Background: an optimization exercise with open tools, aiming at small area. Do not read the settings as production practice.
In this exercise RTL edits were held to simulation tests only and were not proved equivalent to the original.
Power is estimated from default activity; no workload was simulated. The flow treats the clock pin as an ideal source, which a real chip does not have.

Setup of TR:
// BinaryCalculatorTop
module BinaryCalculatorTop(
    input Clk,
    input Reset,
    input ConfigDiv,
    input[31:0] Din,
    input ValidCmd,
    input InputKey,
    input RWMem,
    input[7:0] Addr,
    input[3:0] Sel,
    input[7:0] InA,
    input[7:0] InB,
    output CalcActive,
    output CalcMode,
    output CalcBusy,
    output DoutValid,
    output DataOut,
    output ClkTx);
Size: roughly 72 I/O pins.
Settings: LEC_CHECK=0, CAP_MARGIN=20, CORE_MARGIN=2, CORE_UTILIZATION=60, CTS_CLUSTER_DIAMETER=100, CTS_CLUSTER_SIZE=30, SLEW_MARGIN=20, SYNTH_HIERARCHICAL=1; clock period 15.0 ns.
standard.sh (not shown) runs the stock make flow with config.mk's settings and CLKGATE_MAP_FILE= SYNTH_SCRIPT=/design/flow/synth_recipe.tcl, a recipe that flattens the netlist after the stock synthesis.
==> flow/flow/run.sh <==
#!/bin/bash
# The standard layout with two changes:
#  - the port buffers are the smallest buffer cell (buf_1) instead of the one
#    buffer_ports picks by default;
#  - clock tree synthesis inserts no dummy loads (it is given the same
#    clustering settings as config.mk).
set -e
export BUFFER_PORTS_ARGS="-buffer_cell sky130_fd_sc_hd__buf_1"
export CTS_ARGS="-sink_clustering_enable -repair_clock_nets -sink_clustering_size 30 -sink_clustering_max_diameter 100 -dont_use_dummy_load"
bash standard.sh > standard.log 2>&1
#### Input delta (MS over TR)
-- flow/design.v --
<<< TR, line 238
        Bank <= BankNext;
    end
    always @(posedge Clk) begin
        Valid <= {32{Active}} & (Valid | WordWe);
    end
    always @(posedge Clk, posedge Reset) begin
        if (Reset) begin
            ReadAddr <= 5'b0;
        end else begin
            if (StReadMem) ReadAddr <= Addr[4:0];
        end
>>> MS, line 238
        Bank <= BankNext;
    end
    always @(posedge Clk, posedge Reset) begin
        if (Reset) begin
            Valid    <= 32'b0;
            ReadAddr <= 5'b0;
        end else begin
            Valid <= Valid | WordWe;
            if (StReadMem) ReadAddr <= Addr[4:0];
        end
Results
- Taking MS as 1.0, TR lands at 2.8 on critical-path maximum fanout.
- Maximum resistive drop on vdd, MS and TR: higher on MS
- As far as total power is concerned, MS and TR perform about the same.
- First-pass GRT wire length ended up about 1.1% lower on MS than on TR.
- Between MS and TR, total power per unit cell area is higher for TR, MS comes in under that.
- Against TR, total standard cell area after synthesis in MS rose slightly.
- Delta(overall die area, MS - TR) > 0
- The complex-gate fraction of the synthesized area of MS falls short of that of TR by 0.49 points.
- The lower final critical-path required period came out of TR.


## garnet
BinaryCalculatorTop with an RTL version that a note above also has.
Size in the first run: ~2,800 cells after synthesis, about 780 flip-flops, about 72 I/O pins.
clock: 15.0 ns
lec_check: 0
cap_margin: 20
core_margin: 2
core_utilization: 60
cts_cluster_diameter: 80
cts_cluster_size: 26
slew_margin: 20
synth_hierarchical: 1
==> flow/flow/run.sh <==
#!/bin/bash
# The standard layout, with the port buffers made of the smallest buffer
# cell (buf_1) instead of the one buffer_ports picks by default.
set -e
export BUFFER_PORTS_ARGS="-buffer_cell sky130_fd_sc_hd__buf_1"
bash standard.sh > standard.log 2>&1
Changes in quartz relative to garnet:
-- flow/design.v --
<<< garnet, line 41
  end
  wire       Big  = (A[7:4] != 4'h0) && (B[7:4] != 4'h0);
  wire [8:0] AHighZero;    
  genvar hz;
  generate
    for (hz = 8; hz >= 0; hz = hz - 1) begin : hzc
      if (hz == 8) begin : h8
        assign AHighZero[hz] = 1'b1;
      end else begin : hn
        assign AHighZero[hz] = AHighZero[hz+1] & !A[hz];
      end
    end
  endgenerate
  wire       BSmall   = (B[7:3] == 5'd0);            
  wire       ShlZero  = !BSmall | ALowZero[4'd8 - {1'b0, B[2:0]}];
  wire       ShrZero  = !BSmall | AHighZero[B[2:0]];
  wire       ShrCarry = (B[7:4] == 4'd0) & (B[3:0] != 4'd0) & (B[3:0] <= 4'd8) & A[B[3:0] - 4'd1];
  reg [3:0] Tt;
  always @(*) begin
>>> quartz, line 41
  end
  wire       Big  = (A[7:4] != 4'h0) && (B[7:4] != 4'h0);
  wire [7:0] Shl  = (B[7:3] != 5'h0) ? 8'h0 : (A << B[2:0]);
  wire [8:0] Shr  = (B[7:4] != 4'h0) ? 9'h0 : ({A, 1'b0} >> B[3:0]);
  reg [3:0] Tt;
  always @(*) begin
<<< garnet, line 80
      4'd2: begin ALU_Out = 8'h0; Flag[2] = Big; end
      4'd3: begin ALU_Out = 8'h0; Flag[3] = Less | BZero; end
      4'd4: begin ALU_Out = 8'h0; Flag[1] = Sum[8]; end
      4'd5: begin ALU_Out = 8'h0; Flag[1] = ShrCarry; end
      default: ALU_Out = Logic;
    endcase
>>> quartz, line 67
      4'd2: begin ALU_Out = 8'h0; Flag[2] = Big; end
      4'd3: begin ALU_Out = 8'h0; Flag[3] = Less | BZero; end
      4'd4: begin ALU_Out = Shl; Flag[1] = Sum[8]; end
      4'd5: begin ALU_Out = Shr[8:1]; Flag[1] = Shr[0]; end
      default: ALU_Out = Logic;
    endcase
<<< garnet, line 87
      4'd2:    Flag[0] = Big | ProdZero;
      4'd3:    Flag[0] = Less | BZero;
      4'd4:    Flag[0] = ShlZero;
      4'd5:    Flag[0] = ShrZero;
      default: Flag[0] = (ALU_Out == 8'h0);
    endcase
>>> quartz, line 74
      4'd2:    Flag[0] = Big | ProdZero;
      4'd3:    Flag[0] = Less | BZero;
      default: Flag[0] = (ALU_Out == 8'h0);
    endcase
<<< garnet, line 254
    wire [7:0] OpB   = ReadWord[15:8];
    wire [3:0] OpSel = ReadWord[19:16];
    reg  [7:0]  AluRes;
    reg  [7:0]  MdRem;
    reg  [3:0]  MdStep;      
    wire        MdStart = StSample | StReadMem;
    wire        MdOp    = (OpSel[3:1] == 3'b001) | (OpSel[3:1] == 3'b010);
    wire        MdDiv   = OpSel[0];
    wire        MdShift = OpSel[2];
    wire [7:0]  ShiftPow = {8{OpB[7:3] == 5'd0}} & (8'd1 << OpB[2:0]);
    wire [7:0]  MdB     = MdShift ? ShiftPow : OpB;
    wire        MdRun   = !MdStep[3];
    wire [2:0]  MdBit   = ~MdStep[2:0];             
    wire        ABit    = OpA[MdBit];
    wire        BBit    = MdB[MdBit];
    wire [7:0]  MdX     = MdDiv ? {MdRem[6:0], ABit} : {AluRes[6:0], 1'b0};
    wire [7:0]  MdY     = MdDiv ? ~MdB : (OpA & {8{BBit}});
    wire [8:0]  MdSum   = {1'b0, MdX} + {1'b0, MdY} + {8'd0, MdDiv};
    wire        QBit    = MdRem[7] | MdSum[8];
    wire        MdKill  = MdShift ? (MdDiv & (OpB[7:3] != 5'd0)) :
                          MdDiv   ? (OpB == 8'd0) : ((OpA[7:4] != 4'd0) & (OpB[7:4] != 4'd0));
    always @(posedge Clk) begin
        if (MdStart) begin
            MdStep <= 4'd0;
>>> quartz, line 239
    wire [7:0] OpB   = ReadWord[15:8];
    wire [3:0] OpSel = ReadWord[19:16];
    reg  [3:0]  AluFlagReg;
    reg  [7:0]  AluRes;
    reg  [7:0]  MdRem;
    reg  [3:0]  MdStep;      
    wire        MdStart = StSample | StReadMem;
    wire        MdOp    = (OpSel[3:1] == 3'b001);   
    wire        MdDiv   = OpSel[0];
    wire        MdRun   = !MdStep[3];
    wire [2:0]  MdBit   = ~MdStep[2:0];             
    wire        ABit    = OpA[MdBit];
    wire        BBit    = OpB[MdBit];
    wire [7:0]  MdX     = MdDiv ? {MdRem[6:0], ABit} : {AluRes[6:0], 1'b0};
    wire [7:0]  MdY     = MdDiv ? ~OpB : (OpA & {8{BBit}});
    wire [8:0]  MdSum   = {1'b0, MdX} + {1'b0, MdY} + {8'd0, MdDiv};
    wire        QBit    = MdRem[7] | MdSum[8];
    wire        MdKill  = MdDiv ? (OpB == 8'd0) : ((OpA[7:4] != 4'd0) & (OpB[7:4] != 4'd0));
    always @(posedge Clk) begin
        AluFlagReg <= AluFlags;
        if (MdStart) begin
            MdStep <= 4'd0;
<<< garnet, line 288
    end
    wire [7:0] ResultOut = AluRes & {8{!(MdOp & MdKill)}};
    wire [31:0] TxWord = {AluFlags, ReadWord[19:16], ResultOut, ReadWord[15:0]};
    reg [30:0] Half;
    reg        Odd;
>>> quartz, line 271
    end
    wire [7:0] ResultOut = AluRes & {8{!(MdOp & MdKill)}};
    wire [31:0] TxWord = {AluFlagReg, ReadWord[19:16], ResultOut, ReadWord[15:0]};
    reg [30:0] Half;
    reg        Odd;
==> results.txt <==
Diff garnet -> quartz: die area climbed about 1.1%; routed wire length grew by about 2.2%.
In the final reports, the cell area of quartz is larger than that of garnet.
Looking at number of ordinary and repair buffers in the finished layout, quartz sits above garnet.
Sort garnet and quartz by post-placement cell area asc -> top: garnet
Against garnet, quartz comes in 4170 ps higher on setup slack.
Lower fraction of area in registers was reported by quartz, not garnet.
Synthesis-to-layout area growth across garnet and quartz: no real change.
Number of well taps (higher): quartz
Est. power | quartz vs garnet | quartz higher

-- what the ideal ports hide --
No port has a modelled driver above. Below, the same layouts with a new extraction and two added sets of constraints. Step 1: set_driving_cell puts a clkbuf_16 on Clk and a buf_2 on each other input, an assumption about the parent block. Step 2 moves the port delays by t, midway between the first and last clock arrival at a register: inputs arrive t later, outputs are due t later. That takes back most of the time a late clock gives input paths. Three values: no drivers, after step 1, after step 2; two values: the first two.
| run | shift t [ns] | setup slack, ns | worst hold slack (ns) | clock arrival spread, ns |
|---|---|---|---|---|
| TR | 0.680 | 2.780 / 2.713 / 3.394 | 0.476 / 0.476 / 0.476 | 0.091 / 0.091 |
| MS | 0.691 | 2.329 / 2.267 / 2.957 | 0.454 / 0.454 / 0.454 | 0.043 / 0.043 |
| garnet | 0.668 | 2.459 / 2.393 / 3.062 | 0.461 / 0.461 / 0.461 | 0.047 / 0.047 |
| quartz | 0.669 | 6.633 / 6.569 / 6.778 | 0.472 / 0.472 / 0.472 | 0.039 / 0.039 |
After both steps setup and hold are still met in every run listed.
